What follows belongs to an exercise in optimizing a design on an open flow for small area, a short achievable clock period and few clock cycles per item; a production flow would make more cautious choices. Where RTL was checked, it was by simulation tests only, not by an equivalence proof against the original.

==> flow/design.v <==
module cordicTanh(z0, clk, rst, out, flag);
	input wire clk, rst;
	input wire signed [15:0] z0;
	output wire signed [15:0] out;
	output reg flag;
	reg ld;                      
	reg rot;                     
	reg half;                    
	reg [3:0] sh;                
	reg signed [14:0] z;         
	reg signed [14:0] y;
	reg [13:0] x;                
	wire ext = z0[15] ^ z0[14];            
	wire div = ~(ld | rot | flag);
	wire rot_end = rot & half & (sh == 4'd13);
	wire s = rot ? z[14] : ~y[14];
	wire [14:0] K =
		!rot ? ((sh == 4'd12) ? {13'd0, z[14] ^ y[14], 1'b0} : (15'h1000 >> sh)) :
		(sh == 4'd1)  ? 15'h08CA :
		(sh == 4'd2)  ? 15'h0416 :
		(sh == 4'd3)  ? 15'h0203 :
		(sh == 4'd4)  ? 15'h0100 :
		(sh == 4'd5)  ? 15'h0080 :
		(sh == 4'd6)  ? 15'h0040 :
		(sh == 4'd7)  ? 15'h0020 :
		(sh == 4'd8)  ? 15'h0010 :
		(sh == 4'd9)  ? 15'h0008 :
		(sh == 4'd10) ? 15'h0004 :
		(sh == 4'd11) ? 15'h0002 : 15'h0001;
	wire [13:0] xs = x >> sh;
	wire signed [14:0] ys = y >>> sh;
	wire [15:0] zsum = {z, 1'b1} + {K ^ {15{~s}}, ~s};
	wire [15:0] ysum = {y, 1'b1} + {{1'b0, xs} ^ {15{s}}, s};
	wire [14:0] xsum = {x, 1'b1} + {ys[13:0] ^ {14{s}}, s};
	always @(posedge clk) begin
		if (rst) begin
			ld <= 1'b1;
			rot <= 1'b0;
			flag <= 1'b0;
		end else begin
			ld <= flag;
			rot <= (ld & ~ext) | (rot & ~rot_end);
			flag <= (ld & ext) | (div & (sh == 4'd12));
		end
	end
	always @(posedge clk) begin
		half <= rot & ~half;
		if (ld | rot_end)
			sh <= 4'd1;
		else if (~rot | half)
			sh <= sh + 4'd1;
	end
	always @(posedge clk) begin
		if (ld) begin
			z <= ext ? {z0[15], z0[15], 13'h1000} : z0[14:0];
			x <= 14'h1000;
			y <= 15'h0000;
		end else begin
			z <= rot_end ? 15'h0000 : zsum[15:1];
			y <= ysum[15:1];
			if (rot)
				x <= xsum[14:1];
		end
	end
	assign out = {z[14], z};
endmodule
==> flow/config.mk <==
export PLATFORM = sky130hd
export DESIGN_NAME = cordicTanh
export DESIGN_NICKNAME = cordicTanh
export VERILOG_FILES = /design/flow/design.v
export SDC_FILE = /design/flow/constraint.sdc
export NUM_CORES = 4
export LEC_CHECK = 0
export ABC_AREA = 1
export CAP_MARGIN = 70
export CORE_MARGIN = 2
export CORE_UTILIZATION = 40
export SLEW_MARGIN = 70
==> flow/constraint.sdc <==
create_clock -name core_clock -period 10.0 [get_ports {clk}]
set_input_delay 2.0000 -clock core_clock [delete_from_list [all_inputs] [get_ports {clk}]]
set_output_delay 2.0000 -clock core_clock [all_outputs]
set_load 0.01 [all_outputs]
run.sh (not shown) runs the stock make flow with config.mk's settings and CLKGATE_MAP_FILE= SYNTH_SCRIPT=/design/flow/synth_recipe.tcl, a recipe that flattens the netlist after the stock synthesis.
Next try:
==> flow/design.v (replaced) <==
module cordicTanh(z0, clk, rst, out, flag);
	input wire clk, rst;
	input wire signed [15:0] z0;
	output wire signed [15:0] out;
	output reg flag;
	reg [5:0] cnt;
	reg [3:0] sh;                
	reg rot;                     
	reg signed [14:0] z;         
	reg signed [14:0] y;
	reg [13:0] x;                
	wire ext = z0[15] ^ z0[14];            
	wire load = (cnt == 6'd0);
	wire last = (cnt == 6'd38);
	wire s = rot ? z[14] : ~y[14];
	wire [14:0] K =
		!rot ? ((sh == 4'd12) ? {13'd0, z[14] ^ y[14], 1'b0} : (15'h1000 >> sh)) :
		(sh == 4'd1)  ? 15'h08CA :
		(sh == 4'd2)  ? 15'h0416 :
		(sh == 4'd3)  ? 15'h0203 :
		(sh == 4'd4)  ? 15'h0100 :
		(sh == 4'd5)  ? 15'h0080 :
		(sh == 4'd6)  ? 15'h0040 :
		(sh == 4'd7)  ? 15'h0020 :
		(sh == 4'd8)  ? 15'h0010 :
		(sh == 4'd9)  ? 15'h0008 :
		(sh == 4'd10) ? 15'h0004 :
		(sh == 4'd11) ? 15'h0002 : 15'h0001;
	wire [13:0] xs = x >> sh;
	wire signed [14:0] ys = y >>> sh;
	wire [14:0] xs15 = {1'b0, xs};
	wire [15:0] zsum = {z, 1'b1} + {K ^ {15{~s}}, ~s};
	wire [15:0] ysum = {y, 1'b1} + {xs15 ^ {15{s}}, s};
	wire [14:0] xsum = {x, 1'b1} + {ys[13:0] ^ {14{s}}, s};
	wire [14:0] zn = zsum[15:1];
	wire [14:0] yn = ysum[15:1];
	wire [13:0] xn = xsum[14:1];
	reg [3:0] sh_n;
	always @(*)
		if (cnt <= 6'd25)
			sh_n = (cnt[4:0] + 5'd2) >> 1;
		else if (cnt <= 6'd37)
			sh_n = cnt - 6'd25;
		else
			sh_n = 4'd1;
	always @(posedge clk) begin
		if (rst) begin
			cnt <= 6'd0;
			flag <= 1'b0;
		end else if (load) begin
			cnt <= ext ? 6'd39 : 6'd1;
			flag <= ext;
		end else if (cnt == 6'd39) begin
			cnt <= 6'd0;
			flag <= 1'b0;
		end else begin
			cnt <= cnt + 6'd1;
			flag <= last;
		end
	end
	always @(posedge clk) begin
		sh <= sh_n;
		rot <= (cnt <= 6'd25);
		if (load) begin
			z <= ext ? (z0[15] ? 15'h7000 : 15'h1000) : z0[14:0];
			x <= 14'h1000;
			y <= 15'h0000;
		end else begin
			z <= (cnt == 6'd26) ? 15'h0000 : zn;
			y <= yn;
			if (rot)
				x <= xn;
		end
	end
	assign out = {z[14], z};
endmodule
The changed run completed with no timing, DRC or antenna violations. Flip-flop and latch count climbs by 4. Global-route usage fell by 1.1 points. Critical path depth stays the same. Fmax climbs by about 5%. Area after synthesis rises by about 4.3%.
No functional check of the RTL was part of any run of this note.

Another version of the RTL of cordicTanh (not shown whole).
Size: about 700 cells after synthesis, ~52 flip-flops, about 4900 sq um of cells after synthesis.
==> module cordicTanh, before the edit <==
module cordicTanh(z0, clk, rst, out, flag);
	input wire clk, rst;
	input wire signed [15:0] z0;
	output wire signed [15:0] out;
	output reg flag;
	reg ld;                      
	reg rot;                     
	reg half;                    
	reg [3:0] sh;                
	reg signed [14:0] z;         
	reg signed [14:0] y;
	reg [13:0] x;                
	wire ext = z0[15] ^ z0[14];            
	wire div = ~(ld | rot | flag);
	wire rot_end = rot & half & (sh == 4'd13);
	wire s = rot ? z[14] : ~y[14];
	wire [13:1] d;
	genvar n;
	generate
		for (n = 1; n <= 13; n = n + 1) begin : dec
			assign d[n] = (sh == n);
		end
	endgenerate
	wire [14:0] K;
	assign K[14:12] = 3'b000;
	assign K[11] = d[1];
	assign K[10] = d[2];
	assign K[9]  = d[3];
	assign K[8]  = d[4];
	assign K[7]  = d[5] | (rot & d[1]);
	assign K[6]  = d[6] | (rot & d[1]);
	assign K[5]  = d[7];
	assign K[4]  = d[8] | (rot & d[2]);
	assign K[3]  = d[9] | (rot & d[1]);
	assign K[2]  = d[10] | (rot & d[2]);
	assign K[1]  = d[11] | (rot & (d[1] | d[2] | d[3])) | (~rot & d[12] & (z[14] ^ y[14]));
	assign K[0]  = rot & (d[3] | d[12] | d[13]);
	wire [13:0] xs1 = sh[0] ? {1'd0, x[13:1]} : x;
	wire [13:0] xs2 = sh[1] ? {2'd0, xs1[13:2]} : xs1;
	wire [13:0] xs4 = sh[2] ? {4'd0, xs2[13:4]} : xs2;
	wire [13:0] xs  = sh[3] ? {8'd0, xs4[13:8]} : xs4;
	wire [14:0] yneg = (y ^ {15{z[14]}}) & {15{rot}};
	wire [14:0] ys1 = sh[0] ? {yneg[14], yneg[14:1]} : yneg;
	wire [14:0] ys2 = sh[1] ? {{2{ys1[14]}}, ys1[14:2]} : ys1;
	wire [14:0] ys4 = sh[2] ? {{4{ys2[14]}}, ys2[14:4]} : ys2;
	wire [14:0] ys  = sh[3] ? {{8{ys4[14]}}, ys4[14:8]} : ys4;
	wire [14:0] zn, yn;
	wire [13:0] xn;
	padd #(15, 2) uz(z, K ^ {15{~s}}, ~s, zn);
	addsub #(15, 2) uy(y, {1'b0, xs}, s, yn);
	padd #(14, 2) ux(x, ys[13:0], z[14] & rot, xn);
	always @(posedge clk) begin
		if (rst) begin
			ld <= 1'b1;
			rot <= 1'b0;
			flag <= 1'b0;
		end else begin
			ld <= flag;
			rot <= (ld & ~ext) | (rot & ~rot_end);
			flag <= (ld & ext) | (div & (sh == 4'd12));
		end
	end
	always @(posedge clk) begin
		half <= rot & ~half;
		if (ld | rot_end)
			sh <= 4'd1;
		else if (~rot | half)
			sh <= sh + 4'd1;
	end
	always @(posedge clk) begin
		if (ld) begin
			z <= ext ? {z0[15], z0[15], 13'h1000} : z0[14:0];
			x <= 14'h1000;
			y <= 15'h0000;
		end else begin
			z <= rot_end ? 15'h0000 : zn;
			y <= yn;
			x <= xn;
		end
	end
	assign out = {z[14], z};
endmodule
==> module padd, before the edit <==
module padd #(parameter N = 15, parameter KIND = 0) (input [N-1:0] a, input [N-1:0] b, input cin, output [N-1:0] sum);
	wire [N-1:0] p = a ^ b;
	wire [N-1:0] g0 = a & b;
	reg [N:0] G, P;
	reg [N:0] Gn, Pn;
	integer l, i, st;
	always @(*) begin
		G = {g0, cin};
		P = {p, 1'b0};
		if (KIND == 3) begin
			for (i = 1; i <= N; i = i + 1) begin
				G[i] = G[i] | (P[i] & G[i-1]);
			end
		end else if (KIND == 2) begin
			for (i = 1; i <= N; i = i + 2) begin G[i] = G[i] | (P[i] & G[i-1]); P[i] = P[i] & P[i-1]; end
			for (i = 3; i <= N; i = i + 4) begin G[i] = G[i] | (P[i] & G[i-2]); P[i] = P[i] & P[i-2]; end
			for (i = 7; i <= N; i = i + 8) begin G[i] = G[i] | (P[i] & G[i-4]); P[i] = P[i] & P[i-4]; end
			for (i = 15; i <= N; i = i + 16) begin G[i] = G[i] | (P[i] & G[i-8]); P[i] = P[i] & P[i-8]; end
			for (i = 11; i <= N; i = i + 8) begin G[i] = G[i] | (P[i] & G[i-4]); P[i] = P[i] & P[i-4]; end
			for (i = 5; i <= N; i = i + 4) begin G[i] = G[i] | (P[i] & G[i-2]); P[i] = P[i] & P[i-2]; end
			for (i = 2; i <= N; i = i + 2) begin G[i] = G[i] | (P[i] & G[i-1]); P[i] = P[i] & P[i-1]; end
		end else begin
			for (l = 1; l <= N; l = l * 2) begin
				Gn = G; Pn = P;
				for (i = 0; i <= N; i = i + 1) begin
					if (KIND == 0) begin
						if (i >= l) begin
							Gn[i] = G[i] | (P[i] & G[i-l]);
							Pn[i] = P[i] & P[i-l];
						end
					end else begin
						if ((i / l) % 2 == 1) begin
							Gn[i] = G[i] | (P[i] & G[(i / l) * l - 1]);
							Pn[i] = P[i] & P[(i / l) * l - 1];
						end
					end
				end
				G = Gn; P = Pn;
			end
		end
	end
	assign sum = p ^ G[N-1:0];
endmodule
Settings: LEC_CHECK=0, ABC_AREA=1, CAP_MARGIN=70, CORE_MARGIN=2, CORE_UTILIZATION=45, SLEW_MARGIN=70, TNS_END_PERCENT=5; clock period 10.0 ns.
standard.sh (not shown) runs the stock make flow with config.mk's settings and CLKGATE_MAP_FILE= SYNTH_SCRIPT=/design/flow/synth_recipe.tcl, a recipe that flattens the netlist after the stock synthesis.
==> flow/flow/run.sh <==
#!/bin/bash
# Standard synthesis, then the standard layout steps with repair_timing
# asked for a larger setup margin and plain buffers on the ports (the SDC
# and clock period are unchanged).
set -eo pipefail
bash standard.sh synth > synth.log 2>&1
bash standard.sh SETUP_SLACK_MARGIN=7 "BUFFER_PORTS_ARGS=-buffer_cell sky130_fd_sc_hd__buf_1" finish > layout.log 2>&1
Then changed:
--- a/flow/design.v
+++ b/flow/design.v
@@ -39,16 +39,15 @@
 	wire [13:0] xs2 = sh[1] ? {2'd0, xs1[13:2]} : xs1;
 	wire [13:0] xs4 = sh[2] ? {4'd0, xs2[13:4]} : xs2;
 	wire [13:0] xs  = sh[3] ? {8'd0, xs4[13:8]} : xs4;
-	wire [14:0] yneg = (y ^ {15{z[14]}}) & {15{rot}};
-	wire [14:0] ys1 = sh[0] ? {yneg[14], yneg[14:1]} : yneg;
+	wire [14:0] ys1 = sh[0] ? {y[14], y[14:1]} : y;
 	wire [14:0] ys2 = sh[1] ? {{2{ys1[14]}}, ys1[14:2]} : ys1;
 	wire [14:0] ys4 = sh[2] ? {{4{ys2[14]}}, ys2[14:4]} : ys2;
 	wire [14:0] ys  = sh[3] ? {{8{ys4[14]}}, ys4[14:8]} : ys4;
 	wire [14:0] zn, yn;
 	wire [13:0] xn;
-	padd #(15, 2) uz(z, K ^ {15{~s}}, ~s, zn);
+	addsub #(15, 2) uz(z, K, ~s, zn);
 	addsub #(15, 2) uy(y, {1'b0, xs}, s, yn);
-	padd #(14, 2) ux(x, ys[13:0], z[14] & rot, xn);
+	addsub #(14, 2) ux(x, ys[13:0] & {14{rot}}, s, xn);    
 	always @(posedge clk) begin
 		if (rst) begin
 			ld <= 1'b1;
@@ -111,46 +110,3 @@
 	end
 	assign out = a ^ b ^ {G[N-2:0], 1'b0};
 endmodule
-module padd #(parameter N = 15, parameter KIND = 0) (input [N-1:0] a, input [N-1:0] b, input cin, output [N-1:0] sum);
-	wire [N-1:0] p = a ^ b;
-	wire [N-1:0] g0 = a & b;
-	reg [N:0] G, P;
-	reg [N:0] Gn, Pn;
-	integer l, i, st;
-	always @(*) begin
-		G = {g0, cin};
-		P = {p, 1'b0};
-		if (KIND == 3) begin
-			for (i = 1; i <= N; i = i + 1) begin
-				G[i] = G[i] | (P[i] & G[i-1]);
-			end
-		end else if (KIND == 2) begin
-			for (i = 1; i <= N; i = i + 2) begin G[i] = G[i] | (P[i] & G[i-1]); P[i] = P[i] & P[i-1]; end
-			for (i = 3; i <= N; i = i + 4) begin G[i] = G[i] | (P[i] & G[i-2]); P[i] = P[i] & P[i-2]; end
-			for (i = 7; i <= N; i = i + 8) begin G[i] = G[i] | (P[i] & G[i-4]); P[i] = P[i] & P[i-4]; end
-			for (i = 15; i <= N; i = i + 16) begin G[i] = G[i] | (P[i] & G[i-8]); P[i] = P[i] & P[i-8]; end
-			for (i = 11; i <= N; i = i + 8) begin G[i] = G[i] | (P[i] & G[i-4]); P[i] = P[i] & P[i-4]; end
-			for (i = 5; i <= N; i = i + 4) begin G[i] = G[i] | (P[i] & G[i-2]); P[i] = P[i] & P[i-2]; end
-			for (i = 2; i <= N; i = i + 2) begin G[i] = G[i] | (P[i] & G[i-1]); P[i] = P[i] & P[i-1]; end
-		end else begin
-			for (l = 1; l <= N; l = l * 2) begin
-				Gn = G; Pn = P;
-				for (i = 0; i <= N; i = i + 1) begin
-					if (KIND == 0) begin
-						if (i >= l) begin
-							Gn[i] = G[i] | (P[i] & G[i-l]);
-							Pn[i] = P[i] & P[i-l];
-						end
-					end else begin
-						if ((i / l) % 2 == 1) begin
-							Gn[i] = G[i] | (P[i] & G[(i / l) * l - 1]);
-							Pn[i] = P[i] & P[(i / l) * l - 1];
-						end
-					end
-				end
-				G = Gn; P = Pn;
-			end
-		end
-	end
-	assign sum = p ^ G[N-1:0];
-endmodule
What happened:
- design area came out higher by a few percent
- via count came out higher by a few percent
- worst setup slack improved by 480 ps
- sequential share of layout area came out lower by 0.42 points
- fmax came out higher by about a fifth
- area after synthesis came out higher by a few percent
- routed wire length came out higher by a few percent
- count of clock-buffer cells in the layout came out lower by 1
- utilization came out lower by 0.65 points
Function was not checked in any run of this note: the RTL went through the layout flow alone.

rev 12:
Another version of the RTL of cordicTanh (not shown whole).
Size: ~750 cells after synthesis, about 0.0050 sq mm of cells after synthesis.
==> module cordicTanh, before the edit <==
module cordicTanh(z0, clk, rst, out, flag);
	input wire clk, rst;
	input wire signed [15:0] z0;
	output wire signed [15:0] out;
	output reg flag;
	reg ld;                      
	reg rot;                     
	reg half;                    
	reg [3:0] sh;                
	reg signed [14:0] z;         
	reg signed [14:0] y;
	reg [13:0] x;                
	wire ext = z0[15] ^ z0[14];            
	wire div = ~(ld | rot | flag);
	wire rot_end = rot & half & (sh == 4'd13);
	wire s = rot ? z[14] : ~y[14];
	wire [13:1] d;
	genvar n;
	generate
		for (n = 1; n <= 13; n = n + 1) begin : dec
			assign d[n] = (sh == n);
		end
	endgenerate
	wire [14:0] K;
	assign K[14:12] = 3'b000;
	assign K[11] = d[1];
	assign K[10] = d[2];
	assign K[9]  = d[3];
	assign K[8]  = d[4];
	assign K[7]  = d[5] | (rot & d[1]);
	assign K[6]  = d[6] | (rot & d[1]);
	assign K[5]  = d[7];
	assign K[4]  = d[8] | (rot & d[2]);
	assign K[3]  = d[9] | (rot & d[1]);
	assign K[2]  = d[10] | (rot & d[2]);
	assign K[1]  = d[11] | (rot & (d[1] | d[2] | d[3])) | (~rot & d[12] & (z[14] ^ y[14]));
	assign K[0]  = rot & (d[3] | d[12] | d[13]);
	wire [13:0] xs = x >> sh;
	wire signed [14:0] ys = y >>> sh;
	wire [14:0] zn, yn;
	wire [13:0] xn;
	addsub #(15, 2) uz(z, K, ~s, zn);
	addsub #(15, 2) uy(y, {1'b0, xs}, s, yn);
	addsub #(14, 2) ux(x, ys[13:0] & {14{rot}}, s, xn);    
	always @(posedge clk) begin
		if (rst) begin
			ld <= 1'b1;
			rot <= 1'b0;
			flag <= 1'b0;
		end else begin
			ld <= flag;
			rot <= (ld & ~ext) | (rot & ~rot_end);
			flag <= (ld & ext) | (div & (sh == 4'd12));
		end
	end
	always @(posedge clk) begin
		half <= rot & ~half;
		if (ld | rot_end)
			sh <= 4'd1;
		else if (~rot | half)
			sh <= sh + 4'd1;
	end
	always @(posedge clk) begin
		if (ld) begin
			z <= ext ? {z0[15], z0[15], 13'h1000} : z0[14:0];
			x <= 14'h1000;
			y <= 15'h0000;
		end else begin
			z <= rot_end ? 15'h0000 : zn;
			y <= yn;
			x <= xn;
		end
	end
	assign out = {z[14], z};
endmodule
clock: 10.0 ns
lec_check: 0
abc_area: 1
cap_margin: 70
core_margin: 2
core_utilization: 50
place_density: 0.65
slew_margin: 70
tns_end_percent: 5
Scripts as last shown in full above: flow/flow/run.sh
Testbench counts of rev 12, summed over its fixed seeds: cycles 77,132, items 2,048.
Relative to rev 12, the following input files were edited for rev 13:
--- a/flow/design.v
+++ b/flow/design.v
@@ -35,14 +35,15 @@
 	assign K[2]  = d[10] | (rot & d[2]);
 	assign K[1]  = d[11] | (rot & (d[1] | d[2] | d[3])) | (~rot & d[12] & (z[14] ^ y[14]));
 	assign K[0]  = rot & (d[3] | d[12] | d[13]);
 	wire [13:0] xs = x >> sh;
-	wire signed [14:0] ys = y >>> sh;
+	wire signed [14:0] yr = y & {15{rot}};    
+	wire signed [14:0] ys = yr >>> sh;
 	wire [14:0] zn, yn;
 	wire [13:0] xn;
 	addsub #(15, 2) uz(z, K, ~s, zn);
 	addsub #(15, 2) uy(y, {1'b0, xs}, s, yn);
-	addsub #(14, 2) ux(x, ys[13:0] & {14{rot}}, s, xn);    
+	addsub #(14, 2) ux(x, ys[13:0], s, xn);
 	always @(posedge clk) begin
 		if (rst) begin
 			ld <= 1'b1;
 			rot <= 1'b0;
Notes after the runs:
Rev 13 did not stop at any stage, and its layout met the timing, design-rule and antenna checks.
Rev 12 → rev 13: die boundary width increased by 0.72% relative to the old numbers, sequential share of layout area barely changed, post-route clock period utilization up 0.21 points.
Number of cell instances on the worst register-to-register path of rev 13 is on par with rev 12.
Re number of sinks driven by the clock tree: no difference whatsoever between rev 13 and rev 12.
Of rev 12 and rev 13, the run reporting the lower minimum setup slack in the final design was rev 13.
Rev 13 vs. rev 12: detailed-route via count has increased; peak clock frequency supported by timing has decreased; global-route met2 utilization has increased.
Launch point of the critical path: z[12] -> rev 13, z[14] -> rev 12
For rev 13, only the layout was checked, not whether the RTL still works.

static timing again, ports no longer ideal:
Ports are ideal in the flow. The routed layouts listed here were re-timed in OpenROAD.
Step 1 assumes that a clkbuf_16 drives the clock port and a buf_2 every other input.
Step 2 adds t to the input delays and takes it off the output delays; t is the mean of the earliest and latest rising clock arrival at the registers after step 1. Input paths then give back, and output paths get back, about the clock's delay inside the block.
Three values: no drivers, after step 1, after step 2; two values: the first two.
run | t (ns) | setup slack, ns | slew at the worst register clock pin (ns)
the first run of note 1 | 0.350 | 6.357 / 6.357 / 6.357 | 0.08 / 0.08
the second run of note 1 | 0.358 | 6.523 / 6.509 / 6.477 | 0.09 / 0.09
the first run of note 2 | 0.368 | 6.565 / 6.565 / 6.565 | 0.12 / 0.12
the second run of note 2 | 0.372 | 7.046 / 7.014 / 7.089 | 0.12 / 0.12
rev 12 | 0.356 | 7.084 / 7.050 / 7.104 | 0.10 / 0.10
rev 13 | 0.355 | 7.063 / 7.028 / 7.062 | 0.11 / 0.11
After both steps every run listed still meets setup and hold. For the second run of note 1, which loses most, drivers alone change the setup slack by -0.014 ns; drivers and shift together by -0.046 ns.
